Source: an optimization exercise on an open RTL-to-GDS flow (aim: small area, a short achievable clock period and few clock cycles per item). Production flows keep margins and buffers that such runs may drop. RTL that was checked went through simulation tests only; none was proved equivalent to the original. Power figures rest on the tool's default switching activity, not on a simulated workload.

==> cedar: inputs <==
==> flow/design.v <==
module ks_add #(parameter W = 32) (
    input  [W-1:0] a,
    input  [W-1:0] b,
    input          cin,
    output [W-1:0] sum,
    output         cout
    );
    localparam L = (W > 16) ? 5 : (W > 8) ? 4 : (W > 4) ? 3 : (W > 2) ? 2 : 1;
    wire [W-1:0] p0 = a ^ b;
    wire [W-1:0] g0 = a & b;
    wire [W-1:0] g [0:L];
    wire [W-1:0] p [0:L];
    assign g[0] = {g0[W-1:1], g0[0] | (p0[0] & cin)};
    assign p[0] = p0;
    genvar l, i;
    generate
        for (l = 0; l < L; l = l + 1) begin : lvl
            for (i = 0; i < W; i = i + 1) begin : bt
                if (i >= (1 << l)) begin : comb
                    assign g[l+1][i] = g[l][i] | (p[l][i] & g[l][i - (1 << l)]);
                    assign p[l+1][i] = p[l][i] & p[l][i - (1 << l)];
                end else begin : ps
                    assign g[l+1][i] = g[l][i];
                    assign p[l+1][i] = p[l][i];
                end
            end
        end
    endgenerate
    assign sum  = p0 ^ {g[L][W-2:0], cin};
    assign cout = g[L][W-1];
endmodule
module incdec #(parameter W = 8) (
    input  [W-1:0] x,
    output [W-1:0] inc,
    output [W-1:0] dec
    );
    genvar i;
    generate
        for (i = 0; i < W; i = i + 1) begin : bt
            if (i == 0) begin : b0
                assign inc[0] = ~x[0];
                assign dec[0] = ~x[0];
            end else begin : bn
                assign inc[i] = x[i] ^ (&x[i-1:0]);
                assign dec[i] = x[i] ^ ~(|x[i-1:0]);
            end
        end
    endgenerate
endmodule
module riscv_top(
    input clk,
    input rst_n,
    output [15:0] imem_addr,
    input  [31:0] imem_rdata,
    output [15:0] dmem_addr,
    input  [31:0] dmem_rdata,
    output        dmem_we,
    output [31:0] dmem_wdata,
    output        debug_wb_have_inst,
    output [31:0] debug_wb_pc,
    output        debug_wb_ena,
    output [4:0]  debug_wb_reg,
    output [31:0] debug_wb_value
    );
    reg  [30:0] pc_f;                     
    reg  [30:0] pc_d;                     
    reg  [31:0] inst_d;
    reg         v_d, pred_d;              
    reg  [30:0] pc_e;                     
    reg  [30:0] tgt_e;                    
    reg  [31:0] a_e, b_e, sd_e;
    reg  [4:0]  rd_e;
    reg  [2:0]  fn_e;                     
    reg         alt_e;                    
    reg         v_e, wen_e, ld_e, st_e, br_e, jalr_e, link_e, pred_e;
    reg  [30:0] pc_m;                     
    reg  [31:0] res_m, sd_m;
    reg  [4:0]  rd_m;
    reg         v_m, wen_m, ld_m, st_m;
    reg  [30:0] pc_w;                     
    reg  [31:0] val_w;
    reg  [4:0]  rd_w;
    reg         v_w, wen_w;
    reg  [31:0] rf [1:31];
    wire [6:0] op_d  = inst_d[6:0];
    wire [2:0] f3_d  = inst_d[14:12];
    wire [6:0] f7_d  = inst_d[31:25];
    wire [4:0] rs1_d = inst_d[19:15];
    wire [4:0] rs2_d = inst_d[24:20];
    wire [4:0] rd_d  = inst_d[11:7];
    wire is_op   = op_d == 7'b0110011;
    wire is_opi  = op_d == 7'b0010011;
    wire is_ld   = op_d == 7'b0000011;
    wire is_st   = op_d == 7'b0100011;
    wire is_br   = op_d == 7'b1100011;
    wire is_lui  = op_d == 7'b0110111;
    wire is_jal  = op_d == 7'b1101111;
    wire is_jalr = op_d == 7'b1100111;
    wire f3_ok   = f3_d[2:1] != 2'b01;                    
    wire r_ok    = is_op & f3_ok & ((f7_d == 7'b0000000) |
                   ((f7_d == 7'b0100000) & (f3_d == 3'b000 | f3_d == 3'b101)));
    wire i_ok    = is_opi & f3_ok & ((f3_d != 3'b101) | (f7_d == 7'b0000000) | (f7_d == 7'b0100000));
    wire br_ok   = is_br & (f3_d[2:1] == 2'b00 || f3_d[2:1] == 2'b10);
    wire use1    = r_ok | i_ok | is_ld | is_st | br_ok | is_jalr;
    wire use2    = r_ok | is_st | br_ok;
    wire wen_d   = r_ok | i_ok | is_ld | is_lui | is_jal | is_jalr;
    wire [31:0] imm_i = {{20{inst_d[31]}}, inst_d[31:20]};
    wire [31:0] imm_s = {{20{inst_d[31]}}, inst_d[31:25], inst_d[11:7]};
    wire [31:0] imm_b = {{20{inst_d[31]}}, inst_d[7], inst_d[30:25], inst_d[11:8], 1'b0};
    wire [31:0] imm_u = {inst_d[31:12], 12'b0};
    wire [31:0] imm_j = {{12{inst_d[31]}}, inst_d[19:12], inst_d[20], inst_d[30:21], 1'b0};
    wire [31:0] imm_d = is_st ? imm_s : is_lui ? imm_u : imm_i;
    wire [30:0] tgt_d = pc_d + (is_jal ? imm_j[31:1] : imm_b[31:1]);
    reg  [31:0] rf1, rf2;
    integer k;
    always @(*) begin
        rf1 = 32'd0;
        rf2 = 32'd0;
        for (k = 1; k < 32; k = k + 1) begin
            rf1 = rf1 | ({32{rs1_d == k[4:0]}} & rf[k]);
            rf2 = rf2 | ({32{rs2_d == k[4:0]}} & rf[k]);
        end
    end
    wire [31:0] res_e;
    wire [31:0] val_m = ld_m ? dmem_rdata : res_m;
    wire e1 = wen_e & (rd_e == rs1_d) & (rs1_d != 5'd0);
    wire m1 = wen_m & (rd_m == rs1_d) & (rs1_d != 5'd0);
    wire w1 = wen_w & (rd_w == rs1_d) & (rs1_d != 5'd0);
    wire e2 = wen_e & (rd_e == rs2_d) & (rs2_d != 5'd0);
    wire m2 = wen_m & (rd_m == rs2_d) & (rs2_d != 5'd0);
    wire w2 = wen_w & (rd_w == rs2_d) & (rs2_d != 5'd0);
    wire [31:0] fa = e1 ? res_e : m1 ? val_m : w1 ? val_w : rf1;
    wire [31:0] fb = e2 ? res_e : m2 ? val_m : w2 ? val_w : rf2;
    wire stall   = v_d & ld_e & (rd_e != 5'd0) &
                   ((use1 & (rs1_d == rd_e)) | (use2 & (rs2_d == rd_e)));
    wire redir_e;
    wire [30:0] rpc_e;
    assign imem_addr = pc_f[16:1];
    wire [31:0] fi = imem_rdata;
    wire pred_f = (fi[6:0] == 7'b1101111) | ((fi[6:0] == 7'b1100011) & ~fi[13] & fi[31]);
    wire jal_f  = fi[3];
    wire [19:0] offj = {fi[31], fi[19:12], fi[20], fi[30:21]};
    wire [11:0] offb = {fi[31], fi[7], fi[30:25], fi[11:8]};
    wire [19:0] lowj;
    wire [11:0] lowb;
    wire        cj, cb;
    ks_add #(20) add_j (.a(pc_f[19:0]), .b(offj), .cin(1'b0), .sum(lowj), .cout(cj));
    ks_add #(12) add_b (.a(pc_f[11:0]), .b(offb), .cin(1'b0), .sum(lowb), .cout(cb));
    wire [10:0] hij_p, hij_m;
    wire [18:0] hib_p, hib_m;
    incdec #(11) idj (.x(pc_f[30:20]), .inc(hij_p), .dec(hij_m));
    incdec #(19) idb (.x(pc_f[30:12]), .inc(hib_p), .dec(hib_m));
    wire [10:0] hij = (cj == fi[31]) ? pc_f[30:20] : cj ? hij_p : hij_m;
    wire [18:0] hib = (cb == fi[31]) ? pc_f[30:12] : cb ? hib_p : hib_m;
    wire [30:0] tgt_f = jal_f ? {hij, lowj} : {hib, lowb};
    always @(posedge clk or negedge rst_n) begin
        if (!rst_n) begin
            pc_f <= 31'h7ffffffe;
            v_d  <= 1'b0;
        end else if (redir_e) begin
            pc_f <= rpc_e;
            v_d  <= 1'b0;
        end else if (stall) begin
            pc_f <= pc_f;
        end else begin
            pc_f <= pred_f ? tgt_f : pc_f + 31'd2;
            v_d  <= 1'b1;
        end
    end
    always @(posedge clk) begin
        if (!stall) begin
            pc_d   <= pc_f;
            inst_d <= imem_rdata;
            pred_d <= pred_f;
        end
    end
    wire kill_e = redir_e | stall | ~v_d;
    always @(posedge clk or negedge rst_n) begin
        if (!rst_n) begin
            v_e <= 1'b0; wen_e <= 1'b0; ld_e <= 1'b0; st_e <= 1'b0;
            br_e <= 1'b0; jalr_e <= 1'b0; link_e <= 1'b0; pred_e <= 1'b0;
        end else if (kill_e) begin
            v_e <= 1'b0; wen_e <= 1'b0; ld_e <= 1'b0; st_e <= 1'b0;
            br_e <= 1'b0; jalr_e <= 1'b0; link_e <= 1'b0; pred_e <= 1'b0;
        end else begin
            v_e    <= 1'b1;
            wen_e  <= wen_d;
            ld_e   <= is_ld;
            st_e   <= is_st;
            br_e   <= br_ok;
            jalr_e <= is_jalr;
            link_e <= is_jal | is_jalr;
            pred_e <= pred_d;
        end
    end
    always @(posedge clk) begin
        pc_e  <= pc_d;
        tgt_e <= tgt_d;
        rd_e  <= rd_d;
        a_e   <= is_lui ? 32'd0 : fa;
        b_e   <= (r_ok | br_ok) ? fb : imm_d;
        sd_e  <= fb;
        fn_e  <= (r_ok | i_ok) ? f3_d : is_lui ? 3'b010 : br_ok ? {2'b00, ~f3_d[2]} : 3'b000;
        alt_e <= (r_ok & f7_d[5]) | (i_ok & (f3_d == 3'b101) & f7_d[5]) | br_ok;
    end
    wire [31:0] bb   = alt_e ? ~b_e : b_e;
    wire [31:0] sum  = a_e + bb + {31'd0, alt_e};
    wire [4:0]  sh   = b_e[4:0];
    wire [31:0] sll  = a_e << sh;
    wire [31:0] srx  = $signed({alt_e & a_e[31], a_e}) >>> sh;
    reg  [31:0] alu;
    always @(*) begin
        case (fn_e)
            3'b000: alu = sum;
            3'b001: alu = sll;
            3'b010: alu = b_e;
            3'b100: alu = a_e ^ b_e;
            3'b101: alu = srx;
            3'b110: alu = a_e | b_e;
            3'b111: alu = a_e & b_e;
            default: alu = sum;
        endcase
    end
    wire [30:0] link = pc_e + 31'd2;
    assign res_e = link_e ? {link, 1'b0} : alu;
    wire eq  = a_e == b_e;
    wire lt  = $signed(a_e) < $signed(b_e);
    reg  [1:0] bf_e;                      
    always @(posedge clk) bf_e <= {f3_d[2], f3_d[0]};
    wire cond  = (bf_e[1] ? lt : eq) ^ bf_e[0];
    assign redir_e = (br_e & (cond ^ pred_e)) | jalr_e;
    assign rpc_e   = jalr_e ? sum[31:1] : pred_e ? link : tgt_e;
    always @(posedge clk or negedge rst_n) begin
        if (!rst_n) begin
            v_m <= 1'b0; wen_m <= 1'b0; ld_m <= 1'b0; st_m <= 1'b0;
        end else begin
            v_m <= v_e; wen_m <= wen_e; ld_m <= ld_e; st_m <= st_e;
        end
    end
    always @(posedge clk) begin
        pc_m  <= pc_e;
        res_m <= res_e;
        sd_m  <= sd_e;
        rd_m  <= rd_e;
    end
    assign dmem_addr  = res_m[17:2];
    assign dmem_we    = st_m;
    assign dmem_wdata = sd_m;
    always @(posedge clk or negedge rst_n) begin
        if (!rst_n) begin
            v_w <= 1'b0; wen_w <= 1'b0;
        end else begin
            v_w <= v_m; wen_w <= wen_m;
        end
    end
    always @(posedge clk) begin
        pc_w  <= pc_m;
        val_w <= val_m;
        rd_w  <= rd_m;
    end
    always @(posedge clk) begin
        if (wen_w && rd_w != 5'd0) rf[rd_w] <= val_w;
    end
    assign debug_wb_have_inst = v_w;
    assign debug_wb_pc        = {pc_w, 1'b0};
    assign debug_wb_ena       = wen_w;
    assign debug_wb_reg       = rd_w;
    assign debug_wb_value     = val_w;
endmodule
==> flow/run.sh <==
#!/bin/bash
# synth_recipe.tcl (not shown) runs the flow's synth.tcl, then flattens the netlist and writes it again
# the make line also repeats each setting of config.mk as NAME=value (left out here)
make -C /OpenROAD-flow-scripts/flow DESIGN_CONFIG=/design/flow/config.mk WORK_HOME=/design/flow/orfs CLKGATE_MAP_FILE= SYNTH_SCRIPT=/design/flow/synth_recipe.tcl finish
==> flow/config.mk <==
export PLATFORM = sky130hd
export DESIGN_NAME = riscv_top
export DESIGN_NICKNAME = riscv_top
export VERILOG_FILES = /design/flow/design.v
export SDC_FILE = /design/flow/constraint.sdc
export NUM_CORES = 4
export LEC_CHECK = 0
export CAP_MARGIN = 20
export CORE_MARGIN = 2
export CORE_UTILIZATION = 40
export SETUP_SLACK_MARGIN = 5
export SLEW_MARGIN = 20
==> flow/constraint.sdc <==
create_clock -name core_clock -period 10.5 [get_ports {clk}]
set_input_delay 2.1000 -clock core_clock [delete_from_list [all_inputs] [get_ports {clk}]]
set_output_delay 2.1000 -clock core_clock [all_outputs]
set_load 0.01 [all_outputs]
==> inputs of raven, as changes to cedar <==
--- a/flow/design.v
+++ b/flow/design.v
@@ -1,52 +1,3 @@
-module ks_add #(parameter W = 32) (
-    input  [W-1:0] a,
-    input  [W-1:0] b,
-    input          cin,
-    output [W-1:0] sum,
-    output         cout
-    );
-    localparam L = (W > 16) ? 5 : (W > 8) ? 4 : (W > 4) ? 3 : (W > 2) ? 2 : 1;
-    wire [W-1:0] p0 = a ^ b;
-    wire [W-1:0] g0 = a & b;
-    wire [W-1:0] g [0:L];
-    wire [W-1:0] p [0:L];
-    assign g[0] = {g0[W-1:1], g0[0] | (p0[0] & cin)};
-    assign p[0] = p0;
-    genvar l, i;
-    generate
-        for (l = 0; l < L; l = l + 1) begin : lvl
-            for (i = 0; i < W; i = i + 1) begin : bt
-                if (i >= (1 << l)) begin : comb
-                    assign g[l+1][i] = g[l][i] | (p[l][i] & g[l][i - (1 << l)]);
-                    assign p[l+1][i] = p[l][i] & p[l][i - (1 << l)];
-                end else begin : ps
-                    assign g[l+1][i] = g[l][i];
-                    assign p[l+1][i] = p[l][i];
-                end
-            end
-        end
-    endgenerate
-    assign sum  = p0 ^ {g[L][W-2:0], cin};
-    assign cout = g[L][W-1];
-endmodule
-module incdec #(parameter W = 8) (
-    input  [W-1:0] x,
-    output [W-1:0] inc,
-    output [W-1:0] dec
-    );
-    genvar i;
-    generate
-        for (i = 0; i < W; i = i + 1) begin : bt
-            if (i == 0) begin : b0
-                assign inc[0] = ~x[0];
-                assign dec[0] = ~x[0];
-            end else begin : bn
-                assign inc[i] = x[i] ^ (&x[i-1:0]);
-                assign dec[i] = x[i] ^ ~(|x[i-1:0]);
-            end
-        end
-    endgenerate
-endmodule
 module riscv_top(
     input clk,
     input rst_n,
@@ -65,7 +16,7 @@
     reg  [30:0] pc_f;                     
     reg  [30:0] pc_d;                     
     reg  [31:0] inst_d;
-    reg         v_d, pred_d;              
+    reg         v_d;
     reg  [30:0] pc_e;                     
     reg  [30:0] tgt_e;                    
     reg  [31:0] a_e, b_e, sd_e;
@@ -111,16 +62,9 @@
     wire [31:0] imm_j = {{12{inst_d[31]}}, inst_d[19:12], inst_d[20], inst_d[30:21], 1'b0};
     wire [31:0] imm_d = is_st ? imm_s : is_lui ? imm_u : imm_i;
     wire [30:0] tgt_d = pc_d + (is_jal ? imm_j[31:1] : imm_b[31:1]);
-    reg  [31:0] rf1, rf2;
-    integer k;
-    always @(*) begin
-        rf1 = 32'd0;
-        rf2 = 32'd0;
-        for (k = 1; k < 32; k = k + 1) begin
-            rf1 = rf1 | ({32{rs1_d == k[4:0]}} & rf[k]);
-            rf2 = rf2 | ({32{rs2_d == k[4:0]}} & rf[k]);
-        end
-    end
+    wire pred_d = is_jal | (br_ok & inst_d[31]);
+    wire [31:0] rf1 = (rs1_d == 5'd0) ? 32'd0 : rf[rs1_d];
+    wire [31:0] rf2 = (rs2_d == 5'd0) ? 32'd0 : rf[rs2_d];
     wire [31:0] res_e;
     wire [31:0] val_m = ld_m ? dmem_rdata : res_m;
     wire e1 = wen_e & (rd_e == rs1_d) & (rs1_d != 5'd0);
@@ -135,24 +79,8 @@
                    ((use1 & (rs1_d == rd_e)) | (use2 & (rs2_d == rd_e)));
     wire redir_e;
     wire [30:0] rpc_e;
+    wire redir_d = v_d & pred_d & ~stall;
     assign imem_addr = pc_f[16:1];
-    wire [31:0] fi = imem_rdata;
-    wire pred_f = (fi[6:0] == 7'b1101111) | ((fi[6:0] == 7'b1100011) & ~fi[13] & fi[31]);
-    wire jal_f  = fi[3];
-    wire [19:0] offj = {fi[31], fi[19:12], fi[20], fi[30:21]};
-    wire [11:0] offb = {fi[31], fi[7], fi[30:25], fi[11:8]};
-    wire [19:0] lowj;
-    wire [11:0] lowb;
-    wire        cj, cb;
-    ks_add #(20) add_j (.a(pc_f[19:0]), .b(offj), .cin(1'b0), .sum(lowj), .cout(cj));
-    ks_add #(12) add_b (.a(pc_f[11:0]), .b(offb), .cin(1'b0), .sum(lowb), .cout(cb));
-    wire [10:0] hij_p, hij_m;
-    wire [18:0] hib_p, hib_m;
-    incdec #(11) idj (.x(pc_f[30:20]), .inc(hij_p), .dec(hij_m));
-    incdec #(19) idb (.x(pc_f[30:12]), .inc(hib_p), .dec(hib_m));
-    wire [10:0] hij = (cj == fi[31]) ? pc_f[30:20] : cj ? hij_p : hij_m;
-    wire [18:0] hib = (cb == fi[31]) ? pc_f[30:12] : cb ? hib_p : hib_m;
-    wire [30:0] tgt_f = jal_f ? {hij, lowj} : {hib, lowb};
     always @(posedge clk or negedge rst_n) begin
         if (!rst_n) begin
             pc_f <= 31'h7ffffffe;
@@ -162,8 +90,11 @@
             v_d  <= 1'b0;
         end else if (stall) begin
             pc_f <= pc_f;
+        end else if (redir_d) begin
+            pc_f <= tgt_d;
+            v_d  <= 1'b0;
         end else begin
-            pc_f <= pred_f ? tgt_f : pc_f + 31'd2;
+            pc_f <= pc_f + 31'd2;
             v_d  <= 1'b1;
         end
     end
@@ -171,7 +102,6 @@
         if (!stall) begin
             pc_d   <= pc_f;
             inst_d <= imem_rdata;
-            pred_d <= pred_f;
         end
     end
     wire kill_e = redir_e | stall | ~v_d;
--- a/flow/config.mk
+++ b/flow/config.mk
@@ -8,5 +8,4 @@
 export CAP_MARGIN = 20
 export CORE_MARGIN = 2
 export CORE_UTILIZATION = 40
-export SETUP_SLACK_MARGIN = 5
 export SLEW_MARGIN = 20
==> inputs of delta, as changes to cedar <==
--- a/flow/design.v
+++ b/flow/design.v
@@ -1,52 +1,3 @@
-module ks_add #(parameter W = 32) (
-    input  [W-1:0] a,
-    input  [W-1:0] b,
-    input          cin,
-    output [W-1:0] sum,
-    output         cout
-    );
-    localparam L = (W > 16) ? 5 : (W > 8) ? 4 : (W > 4) ? 3 : (W > 2) ? 2 : 1;
-    wire [W-1:0] p0 = a ^ b;
-    wire [W-1:0] g0 = a & b;
-    wire [W-1:0] g [0:L];
-    wire [W-1:0] p [0:L];
-    assign g[0] = {g0[W-1:1], g0[0] | (p0[0] & cin)};
-    assign p[0] = p0;
-    genvar l, i;
-    generate
-        for (l = 0; l < L; l = l + 1) begin : lvl
-            for (i = 0; i < W; i = i + 1) begin : bt
-                if (i >= (1 << l)) begin : comb
-                    assign g[l+1][i] = g[l][i] | (p[l][i] & g[l][i - (1 << l)]);
-                    assign p[l+1][i] = p[l][i] & p[l][i - (1 << l)];
-                end else begin : ps
-                    assign g[l+1][i] = g[l][i];
-                    assign p[l+1][i] = p[l][i];
-                end
-            end
-        end
-    endgenerate
-    assign sum  = p0 ^ {g[L][W-2:0], cin};
-    assign cout = g[L][W-1];
-endmodule
-module incdec #(parameter W = 8) (
-    input  [W-1:0] x,
-    output [W-1:0] inc,
-    output [W-1:0] dec
-    );
-    genvar i;
-    generate
-        for (i = 0; i < W; i = i + 1) begin : bt
-            if (i == 0) begin : b0
-                assign inc[0] = ~x[0];
-                assign dec[0] = ~x[0];
-            end else begin : bn
-                assign inc[i] = x[i] ^ (&x[i-1:0]);
-                assign dec[i] = x[i] ^ ~(|x[i-1:0]);
-            end
-        end
-    endgenerate
-endmodule
 module riscv_top(
     input clk,
     input rst_n,
@@ -63,9 +14,11 @@
     output [31:0] debug_wb_value
     );
     reg  [30:0] pc_f;                     
+    reg         btb_v;                    
+    reg  [30:0] btb_pc, btb_tgt;
     reg  [30:0] pc_d;                     
     reg  [31:0] inst_d;
-    reg         v_d, pred_d;              
+    reg         v_d, bp_d;                
     reg  [30:0] pc_e;                     
     reg  [30:0] tgt_e;                    
     reg  [31:0] a_e, b_e, sd_e;
@@ -111,6 +64,7 @@
     wire [31:0] imm_j = {{12{inst_d[31]}}, inst_d[19:12], inst_d[20], inst_d[30:21], 1'b0};
     wire [31:0] imm_d = is_st ? imm_s : is_lui ? imm_u : imm_i;
     wire [30:0] tgt_d = pc_d + (is_jal ? imm_j[31:1] : imm_b[31:1]);
+    wire pred_d = is_jal | (br_ok & inst_d[31]);
     reg  [31:0] rf1, rf2;
     integer k;
     always @(*) begin
@@ -135,24 +89,21 @@
                    ((use1 & (rs1_d == rd_e)) | (use2 & (rs2_d == rd_e)));
     wire redir_e;
     wire [30:0] rpc_e;
+    wire redir_d = v_d & pred_d & ~bp_d & ~stall;
     assign imem_addr = pc_f[16:1];
-    wire [31:0] fi = imem_rdata;
-    wire pred_f = (fi[6:0] == 7'b1101111) | ((fi[6:0] == 7'b1100011) & ~fi[13] & fi[31]);
-    wire jal_f  = fi[3];
-    wire [19:0] offj = {fi[31], fi[19:12], fi[20], fi[30:21]};
-    wire [11:0] offb = {fi[31], fi[7], fi[30:25], fi[11:8]};
-    wire [19:0] lowj;
-    wire [11:0] lowb;
-    wire        cj, cb;
-    ks_add #(20) add_j (.a(pc_f[19:0]), .b(offj), .cin(1'b0), .sum(lowj), .cout(cj));
-    ks_add #(12) add_b (.a(pc_f[11:0]), .b(offb), .cin(1'b0), .sum(lowb), .cout(cb));
-    wire [10:0] hij_p, hij_m;
-    wire [18:0] hib_p, hib_m;
-    incdec #(11) idj (.x(pc_f[30:20]), .inc(hij_p), .dec(hij_m));
-    incdec #(19) idb (.x(pc_f[30:12]), .inc(hib_p), .dec(hib_m));
-    wire [10:0] hij = (cj == fi[31]) ? pc_f[30:20] : cj ? hij_p : hij_m;
-    wire [18:0] hib = (cb == fi[31]) ? pc_f[30:12] : cb ? hib_p : hib_m;
-    wire [30:0] tgt_f = jal_f ? {hij, lowj} : {hib, lowb};
+    wire hit_f = btb_v & (pc_f == btb_pc);
+    always @(posedge clk or negedge rst_n) begin
+        if (!rst_n)
+            btb_v <= 1'b0;
+        else if (redir_d)
+            btb_v <= 1'b1;
+    end
+    always @(posedge clk) begin
+        if (redir_d) begin
+            btb_pc  <= pc_d;
+            btb_tgt <= tgt_d;
+        end
+    end
     always @(posedge clk or negedge rst_n) begin
         if (!rst_n) begin
             pc_f <= 31'h7ffffffe;
@@ -162,8 +113,11 @@
             v_d  <= 1'b0;
         end else if (stall) begin
             pc_f <= pc_f;
-        end else begin
-            pc_f <= pred_f ? tgt_f : pc_f + 31'd2;
+        end else if (redir_d) begin
+            pc_f <= tgt_d;
+            v_d  <= 1'b0;
+        end else begin
+            pc_f <= hit_f ? btb_tgt : pc_f + 31'd2;
             v_d  <= 1'b1;
         end
     end
@@ -171,7 +125,7 @@
         if (!stall) begin
             pc_d   <= pc_f;
             inst_d <= imem_rdata;
-            pred_d <= pred_f;
+            bp_d   <= hit_f;
         end
     end
     wire kill_e = redir_e | stall | ~v_d;
@@ -190,7 +144,7 @@
             br_e   <= br_ok;
             jalr_e <= is_jalr;
             link_e <= is_jal | is_jalr;
-            pred_e <= pred_d;
+            pred_e <= pred_d;   
         end
     end
     always @(posedge clk) begin
--- a/flow/config.mk
+++ b/flow/config.mk
@@ -8,5 +8,4 @@
 export CAP_MARGIN = 20
 export CORE_MARGIN = 2
 export CORE_UTILIZATION = 40
-export SETUP_SLACK_MARGIN = 5
 export SLEW_MARGIN = 20
==> comparison <==
Against delta, the synthesized cell count of raven is lower by about 13%.
The lowest combinational power belongs to raven, the highest to cedar.
Routed wire length: cedar is higher than raven (about 35%).
The highest global-route usage belongs to delta, the lowest to raven.
Total power: delta > cedar > raven.
Count of clock-buffer cells in the layout, lowest first: cedar, raven, delta.
In cedar the die area is lower than in raven, by about 4.6%.
Area after synthesis, highest first: raven, delta, cedar.
==> figures <==
metric	delta	cedar	raven
Endpoint of the worst-slack reg-to-reg timing path	pc_f[7]$_DFFE_PN1P_	jalr_e$_DFF_PN0_	b_e[27]$_DFF_P_
Fraction of the mapped netlist area in simple logic gates	0.09984	0.1022	0.06203
Count of non-CTS inverters in the layout	131	149	139
Synthesized-area fraction occupied by xor and xnor cells	0.02514	0.02230	0.01924
CP Buf/Inv Count	2	5	2
Comb group	3.99 mW	4.25 mW	3.68 mW
Leakage power figure	28.58 nW	28.68 nW	28.37 nW
Finished Layout Cells	8569	8654	7810
Worst setup slack after layout	5.166 ns	5.011 ns	5.575 ns
Number of vias in the routed layout	60810	61360	49330
Number of combinational gates with multiple inputs	3907	4045	3214
Power dissipated in the clock network	5.82 mW	5.82 mW	5.46 mW
Met3 GRT Util	0.1289	0.1426	0.04568
Area of the multi-input gates	27240 um^2	28500 um^2	31260 um^2
Distinct cell type count of the synthesized netlist	98	93	105
Outcome	no timing/DRC/antenna violations	no timing/DRC/antenna violations	no timing/DRC/antenna violations
Syn_nets	6196	6337	5447
Power in sequential cells	8.34 mW	7.88 mW	7.77 mW
Testbench counts of cedar, summed over its fixed seeds: cycles 17,230, instrs 15,783.
Testbench counts of delta, summed over its fixed seeds: cycles 17,645, instrs 15,783.
For raven, only the layout was checked, not whether the RTL still works.

-- re-timing with driven ports --
How much do the figures lean on ideal ports? The routed layouts below were timed once more, with nothing changed but the port constraints. Step 1 assumes that a clkbuf_16 drives the clock port and a buf_2 every other input. Step 2 times the ports against the registers' clock, not the clock port: input delays grow and output delays shrink by t, the midpoint of the rising clock arrivals with the driver on. Slacks: no drivers / after step 1 / after step 2; pairs: no drivers / after step 1.
run	t, ns	setup WS [ns]	latest minus earliest clock arrival (ns)
cedar	0.918	5.011 / 5.011 / 4.380	0.076 / 0.075
raven	0.903	5.575 / 5.575 / 5.575	0.041 / 0.041
delta	0.934	5.166 / 5.166 / 5.166	0.080 / 0.080
After both steps every run listed still meets setup and hold. The setup slack of cedar, which loses most, moves by 0.000 ns with the drivers and by -0.631 ns with both steps.
